From an optimization exercise on the open Yosys and OpenROAD flow, aimed at small area; shortcuts taken in it are not production practice.
Function was checked by simulation only, so behaviour that the tests miss may differ from the original.
Power figures rest on the tool's default switching activity, not on a simulated workload.

`design/flow/run.sh`:
```
#!/bin/bash
# synth_recipe.tcl (not shown) runs the flow's synth.tcl, then flattens the netlist and writes it again
# the make line also repeats each setting of config.mk as NAME=value (left out here)
make -C /OpenROAD-flow-scripts/flow DESIGN_CONFIG=/design/flow/config.mk WORK_HOME=/design/flow/orfs CLKGATE_MAP_FILE= SYNTH_SCRIPT=/design/flow/synth_recipe.tcl finish
```
`design/flow/config.mk`:
```
export PLATFORM = sky130hd
export DESIGN_NAME = soc_top
export DESIGN_NICKNAME = soc_top
export VERILOG_FILES = /design/flow/design.v
export SDC_FILE = /design/flow/constraint.sdc
export NUM_CORES = 4
export LEC_CHECK = 0
export CAP_MARGIN = 20
export CORE_MARGIN = 2
export CORE_UTILIZATION = 35
export PLACE_DENSITY = 0.5
export SLEW_MARGIN = 20
```
`design/flow/constraint.sdc`:
```
create_clock -name core_clock -period 10.0 [get_ports {clk}]
set_input_delay 2.0000 -clock core_clock [delete_from_list [all_inputs] [get_ports {clk}]]
set_output_delay 2.0000 -clock core_clock [all_outputs]
set_load 0.01 [all_outputs]
```
`design/flow/design.v`:
```
module timer_peripheral (
    input wire clk,
    input wire reset_n,
    input wire [15:0] addr,
    input wire [31:0] data_in,
    output reg [31:0] data_out,
    input wire write_enable,
    input wire read_enable,
    output reg interrupt,
    input wire interrupt_ack,
    output wire ready,
    output wire [7:0] timer_count
);
    reg [7:0] count_reg;
    reg [7:0] load_value;
    reg timer_enable;
    reg interrupt_enable;
    reg interrupt_flag;
    reg [15:0] prescaler;
    reg [15:0] prescaler_counter;
    localparam TIMER_COUNT_REG = 16'h0000;   
    localparam TIMER_LOAD_REG  = 16'h0004;   
    localparam TIMER_CTRL_REG  = 16'h0008;   
    localparam TIMER_CLEAR_REG = 16'h000C;   
    localparam TIMER_STATUS_REG = 16'h0010;  
    assign ready = 1'b1;
    assign timer_count = count_reg;
    always @(posedge clk or negedge reset_n) begin
        if (!reset_n) begin
            count_reg <= 8'h0F;            
            load_value <= 8'h0F;
            timer_enable <= 1'b1;          
            interrupt_enable <= 1'b1;      
            interrupt_flag <= 1'b0;
            prescaler <= 16'h00FF;         
            prescaler_counter <= 16'h0000;
            interrupt <= 1'b0;
            data_out <= 32'h00000000;
        end else begin
            if (timer_enable) begin
                if (prescaler_counter >= prescaler) begin
                    prescaler_counter <= 16'h0000;
                    if (count_reg == 8'h00) begin
                        interrupt_flag <= 1'b1;
                        if (interrupt_enable) begin
                            interrupt <= 1'b1;
                        end
                        count_reg <= load_value;  
                    end else begin
                        count_reg <= count_reg - 1'b1;
                    end
                end else begin
                    prescaler_counter <= prescaler_counter + 1'b1;
                end
            end
            if (interrupt_ack) begin
                interrupt <= 1'b0;
                interrupt_flag <= 1'b0;
            end
            if (read_enable) begin
                case (addr)
                    TIMER_COUNT_REG: begin
                        data_out <= {24'h000000, count_reg};
                    end
                    TIMER_LOAD_REG: begin
                        data_out <= {24'h000000, load_value};
                    end
                    TIMER_CTRL_REG: begin
                        data_out <= {30'h00000000, interrupt_enable, timer_enable};
                    end
                    TIMER_STATUS_REG: begin
                        data_out <= {31'h00000000, interrupt_flag};
                    end
                    default: begin
                        data_out <= 32'h00000000;
                    end
                endcase
            end else if (write_enable) begin
                case (addr)
                    TIMER_LOAD_REG: begin
                        load_value <= data_in[7:0];
                    end
                    TIMER_CTRL_REG: begin
                        timer_enable <= data_in[0];
                        interrupt_enable <= data_in[1];
                    end
                    TIMER_CLEAR_REG: begin
                        if (data_in[0]) begin
                            interrupt <= 1'b0;
                            interrupt_flag <= 1'b0;
                        end
                    end
                    default: begin
                    end
                endcase
                data_out <= 32'h00000000;
            end else begin
                data_out <= 32'h00000000;
            end
        end
    end
endmodule
module led_gpio_peripheral (
    input wire clk,
    input wire reset_n,
    input wire [15:0] addr,
    input wire [31:0] data_in,
    output reg [31:0] data_out,
    input wire write_enable,
    input wire read_enable,
    output reg [7:0] led_out,
    output wire ready
);
    reg [7:0] led_data_reg;
    reg [7:0] led_direction_reg;   
    reg [7:0] led_input_reg;       
    localparam LED_DATA_REG = 16'h0000;       
    localparam LED_DIR_REG  = 16'h0004;       
    localparam LED_INPUT_REG = 16'h0008;      
    assign ready = 1'b1;
    always @(posedge clk or negedge reset_n) begin
        if (!reset_n) begin
            led_data_reg <= 8'h00;
            led_direction_reg <= 8'hFF;     
            led_out <= 8'h00;
            data_out <= 32'h00000000;
            led_input_reg <= 8'h00;
        end else begin
            led_out <= led_data_reg & led_direction_reg;
            if (read_enable) begin
                case (addr)
                    LED_DATA_REG: begin
                        data_out <= {24'h000000, led_data_reg};
                    end
                    LED_DIR_REG: begin
                        data_out <= {24'h000000, led_direction_reg};
                    end
                    LED_INPUT_REG: begin
                        data_out <= {24'h000000, led_out};
                    end
                    default: begin
                        data_out <= 32'h00000000;
                    end
                endcase
            end else if (write_enable) begin
                case (addr)
                    LED_DATA_REG: begin
                        led_data_reg <= data_in[7:0];
                    end
                    LED_DIR_REG: begin
                        led_direction_reg <= data_in[7:0];
                    end
                    default: begin
                    end
                endcase
                data_out <= 32'h00000000;
            end else begin
                data_out <= 32'h00000000;
            end
        end
    end
endmodule
module memory_peripheral (
    input wire clk,
    input wire reset_n,
    input wire [15:0] addr,
    input wire [31:0] data_in,
    output reg [31:0] data_out,
    input wire write_enable,
    input wire read_enable,
    output wire ready
);
    reg [31:0] ram_memory [0:63];
    reg [5:0] ram_addr;
    integer i;   
    assign ready = 1'b1;
    always @(*) begin
        ram_addr = addr[7:2];   
    end
    always @(posedge clk or negedge reset_n) begin
        if (!reset_n) begin
            data_out <= 32'h00000000;
            for (i = 0; i < 64; i = i + 1) begin
                ram_memory[i] <= 32'h00000000;
            end
        end else begin
            if (write_enable) begin
                ram_memory[ram_addr] <= data_in;
                data_out <= 32'h00000000;   
            end else if (read_enable) begin
                data_out <= ram_memory[ram_addr];
            end else begin
                data_out <= 32'h00000000;
            end
        end
    end
    wire [31:0] mem_loc_0 = ram_memory[0];
    wire [31:0] mem_loc_1 = ram_memory[1];
    wire [31:0] mem_loc_2 = ram_memory[2];
    wire [31:0] mem_loc_3 = ram_memory[3];
endmodule
module soc_top (
    input wire clk,
    input wire reset_n,
    input wire [31:0] cpu_addr,
    input wire [31:0] cpu_data_out,
    input wire cpu_write_enable,
    input wire cpu_read_enable,
    input wire cpu_interrupt_ack,
    output wire [31:0] cpu_data_in,
    output wire [7:0] led_out,
    output wire timer_interrupt,
    output wire [7:0] timer_count,
    output wire [31:0] ram_data_out,
    output wire [7:0] ram_addr_debug
);
    wire timer_select;
    wire led_select;
    wire ram_select;
    wire [31:0] timer_data_out;
    wire timer_ready;
    wire [31:0] led_data_out;
    wire led_ready;
    wire [31:0] ram_data_out_int;
    wire ram_ready;
    assign timer_select = (cpu_addr[31:16] == 16'h4000);   
    assign led_select   = (cpu_addr[31:16] == 16'h4001);   
    assign ram_select   = (cpu_addr[31:16] == 16'h2000);   
    assign cpu_data_in = timer_select ? timer_data_out :
                        led_select   ? led_data_out :
                        ram_select   ? ram_data_out_int :
                        32'h00000000;
    timer_peripheral timer_inst (
        .clk(clk),
        .reset_n(reset_n),
        .addr(cpu_addr[15:0]),
        .data_in(cpu_data_out),
        .data_out(timer_data_out),
        .write_enable(cpu_write_enable & timer_select),
        .read_enable(cpu_read_enable & timer_select),
        .interrupt(timer_interrupt),
        .interrupt_ack(cpu_interrupt_ack),
        .ready(timer_ready),
        .timer_count(timer_count)
    );
    led_gpio_peripheral led_inst (
        .clk(clk),
        .reset_n(reset_n),
        .addr(cpu_addr[15:0]),
        .data_in(cpu_data_out),
        .data_out(led_data_out),
        .write_enable(cpu_write_enable & led_select),
        .read_enable(cpu_read_enable & led_select),
        .led_out(led_out),
        .ready(led_ready)
    );
    memory_peripheral ram_inst (
        .clk(clk),
        .reset_n(reset_n),
        .addr(cpu_addr[15:0]),
        .data_in(cpu_data_out),
        .data_out(ram_data_out_int),
        .write_enable(cpu_write_enable & ram_select),
        .read_enable(cpu_read_enable & ram_select),
        .ready(ram_ready)
    );
    assign ram_data_out = ram_data_out_int;
    assign ram_addr_debug = cpu_addr[7:0];
endmodule
```
==> summary.txt <==
## layout by cell type (no fill, tap or decap), types with 73 or more instances in the layout
cell type | synthesis | layout
dfrtp_1 | 2138 | 2138
mux2_1 | 1800 | 1800
a22oi_1 | 790 | 790
mux2_2 | 275 | 275
clkbuf_16 | 0 | 231
buf_4 | 16 | 207
nand4_1 | 170 | 170
and3_1 | 136 | 136
clkdlybuf4s50_1 | 0 | 121
nand3_1 | 78 | 73
## logic make-up (layout without fill, tap and decap cells)
family	after synthesis	in the layout	synth area share [%]
flops	2156	2156	57.7
mux	2138	2138	25.6
compound gates	1075	1075	8.58
simple gates	771	771	4.77
buf+inv	713	799	3.27
xor+xnor	4	4	0.0374
fa+ha+maj	3	3	0.0401
other cells	0	16	0
## routing by layer
| metal | vias to the layer above | global-route usage (%) | part of all wire, % |
|---|---|---|---|
| met4 | 6 | 14.8 | 5.4 |
| met3 | 952 | 6.75 | 8.6 |
| met5 | - | 0 | 0.011 |
| li1 | 25400 | - | - |
| met2 | 3487 | 45.9 | 44 |
| met1 | 35900 | 41.6 | 42 |
## critical path: stages
cell and delay [ns]:
clkdlybuf4s50_1 0.41, nor4_1 0.33, nand4b_1 0.29, nor4_4 0.92, buf_4 0.53, and2_1 0.20, clkdlybuf4s50_1 0.53
## per-stage QoR
step	instance area [um^2]	instances	setup slack, ns
after global routing	107000	10500	2.71
final	107000	10500	2.75
after detailed placement	98900	10100	2.82
after global placement	98800	10100	2.41
after floorplan	93600	6860	4.65
after CTS	107000	10500	2.82
## worst paths after layout
check / from / end / cells past startpoint
worst max-delay path: cpu_addr[22] / cpu_data_in[25] / 7
worst min-delay path: timer_inst.load_value[0] / timer_inst.count_reg[0] / 2
worst max register to register: ram_inst.ram_memory[45][22] / ram_inst.data_out[22] / 5
worst min register to register: timer_inst.load_value[0] / timer_inst.count_reg[0] / 2
max in group asynchronous: reset_n / ram_inst.ram_memory[17][28] / 3
min in group asynchronous: reset_n / ram_inst.ram_memory[50][7] / 1
## power by group through the flow
stage | logic (mW) | clock network (mW) | registers [mW]
after global routing | 0.567 | 9.36 | 8.72
final | 0.531 | 8.89 | 8.72
after floorplan | 0.150 | 0 | 8.89
after global placement | 0.517 | 0 | 8.88
after CTS | 0.526 | 8.98 | 8.72
after detailed placement | 0.525 | 0 | 8.88
## cell type report
type	instances	area share [%]
flip-flops and latches	2156	50.5
multi-input cells	3991	34.9
clock buffers	364	6.53
well taps	3533	4.14
repair buffers	365	2.99
clock inverters	57	0.806
inverters	13	0.0457
diodes	16	0.0375
==> metrics.md <==
| Metric | Value |
|---|---|
| Max transition margin | between 10% and 20% |
| First-pass GRT wire length | about 570 mm |
| Sequential share of the synthesized area | about 58% |
| P_leak | 54.8 nW |
| Cell with the most instances after synthesis | dfrtp_1 |
| Fin Hold WS | just under 0.5 ns |
| Antenna violations before repair | 39 |
| Pin count of the biggest net entering global routing | about 160 |
| Post-synth top area share | 57.2% |
| I/O pins | between 150 and 200 |
| Post-synth top area cell | dfrtp_1 |
| Clock latency on the worst-skew pair | around 0.92 ns |
| Slew of the pin with the lowest slew margin | 1.24 ns |
| Pins Over Slew Limit | 0 |
| Die ar. | between 200000 and 300000 um^2 |
| Post-synth EDFFs | 0 |
| CTS tree | done |
| WL final | roughly 420 mm |
| Synth warn | 4 |
| H-tree depth | 4 |
| Sequential Power Share | about 48% |
| Startpoint Class | input port |
| Max FO, Critical Path | 13 |
| Max-cap violations | 0 |
| Setup crit end kind | primary output |
| Max VDD drop | 0.000195 V |
| Hold WC Path Type | reg -> reg |
| Reg area | ~54000 um^2 |
| Setup Skew | approximately 0.073 ns |
| Post-route DRC | 0 |
| 1st-iter DRT viols | 8397 |
| Most flops, register | ram_inst.ram_memory |
| Comb power frac | just under 3% |
| Status | no timing/DRC/antenna violations |
| GRT Util Overall | between 30% and 40% |
| Unrepaired setup endpoints after global routing | no |
| Die width | around 520 um |
| Min Tclk post-route | approximately 7.2 ns |
| Fin. Hold Viols | 0 |
| Vias in the first global route | roughly 64000 |
| Yosys reg bits | approximately 2200 |
| Antenna Nets Post-Route | 0 |
| Routed WL per cell | about 40 um |
| Switching power | between 4 and 5 mW |
| Critical Path AT | ~5.3 ns |
| Post-synth cell types | between 60 and 70 |
| Share of cells above drive strength 1 | between 15 and 20% |
| Synth Flop Type | dfrtp_1 |
| GP Congestion | 0.851 |
| Initial Util | 35.2% |
| Number of detailed-route iterations in the first pass | 8 |
| # fillers | roughly 25000 |
| Root buf cell | clkbuf_16 |
| P_int | ~14 mW |
| Total CTS buffers | about 230 |
| CP required | 8.00 ns |
| Post-CTS setup buffers | 0 |
| Clock share of power | approximately 50% |
| Switching Share | a little under a quarter |
| CP Class | in -> out |
| Final cell utilization of the core | about two fifths |
| Total number of vias | around 66000 |
| Port-buffer cells | 157 |
| Tcrit/Tclk final | 72.5% |
| Final total power | ~18 mW |
| Area growth syn-to-layout | 14.1% |
| Mapped Cells | between 6000 and 7000 |
| Clock Path Buffers | 3 |
| Largest regs | ram_inst.ram_memory x2048, ram_inst.data_out x32, timer_inst.prescaler_counter x16 |
| Hold Buf Count CTS | 0 |
| Asr flop ratio synth | 100% |
| Reg2reg setup slack | approximately 7.3 ns |
| Mapped Nets | about 7000 |
| Largest register FFs | around 2000 |
| Mean post-synth cell area | around 14 um^2 |
| # rows | about 190 |
| Area of the multi-input gates | about 37000 um^2 |
| Remaining Overflow, GRT | 0 |
| Die H | roughly 520 um |
| Fmax | about 0.14 GHz |
| Vias per cell | about 6.3 |
| Synth area leaders | dfrtp_1 57%, mux2_1 22%, a22oi_1 6.3% |
| Final net count | between 6000 and 7000 |
| Post-CTS resize count | 0 |
| Clk slew on worst S/H paths | around 0.06 ns |
| HPWL after detailed placement | 234 mm |
| Clock sink count | around 2200 |
| Setup TNS | 0 ns |
| PwrDens | about 170 nW/um^2 |
| Setup violators final | 0 |
| Core ar. | 266000 um^2 |
| Post-Syn Area | between 90000 and 100000 um^2 |
| Synth cell count leaders | 2138 x dfrtp_1, 1800 x mux2_1, 790 x a22oi_1 |

==> separate check: timing with driven ports <==
No port has a modelled driver above. Below, the same layout with a new extraction and two added sets of constraints.
Step 1: set_driving_cell puts a clkbuf_16 on clk and a buf_2 on each other input, an assumption about the parent block.
Step 2 also shifts input and output timing later by t, the mid clock arrival at the registers, as if the neighbouring blocks saw the same clock.
a / b / c = no drivers / after step 1 / after step 2; a / b = the first two.
t, ns: 0.979
setup WS [ns]: 2.753 / 2.729 / 2.635
worst setup path at the end: input to register
worst slew at a driven data input, ns: 0.10
After both steps this run still meets setup and hold. The setup slack of this run moves by -0.024 ns with the drivers and by -0.118 ns with both steps.
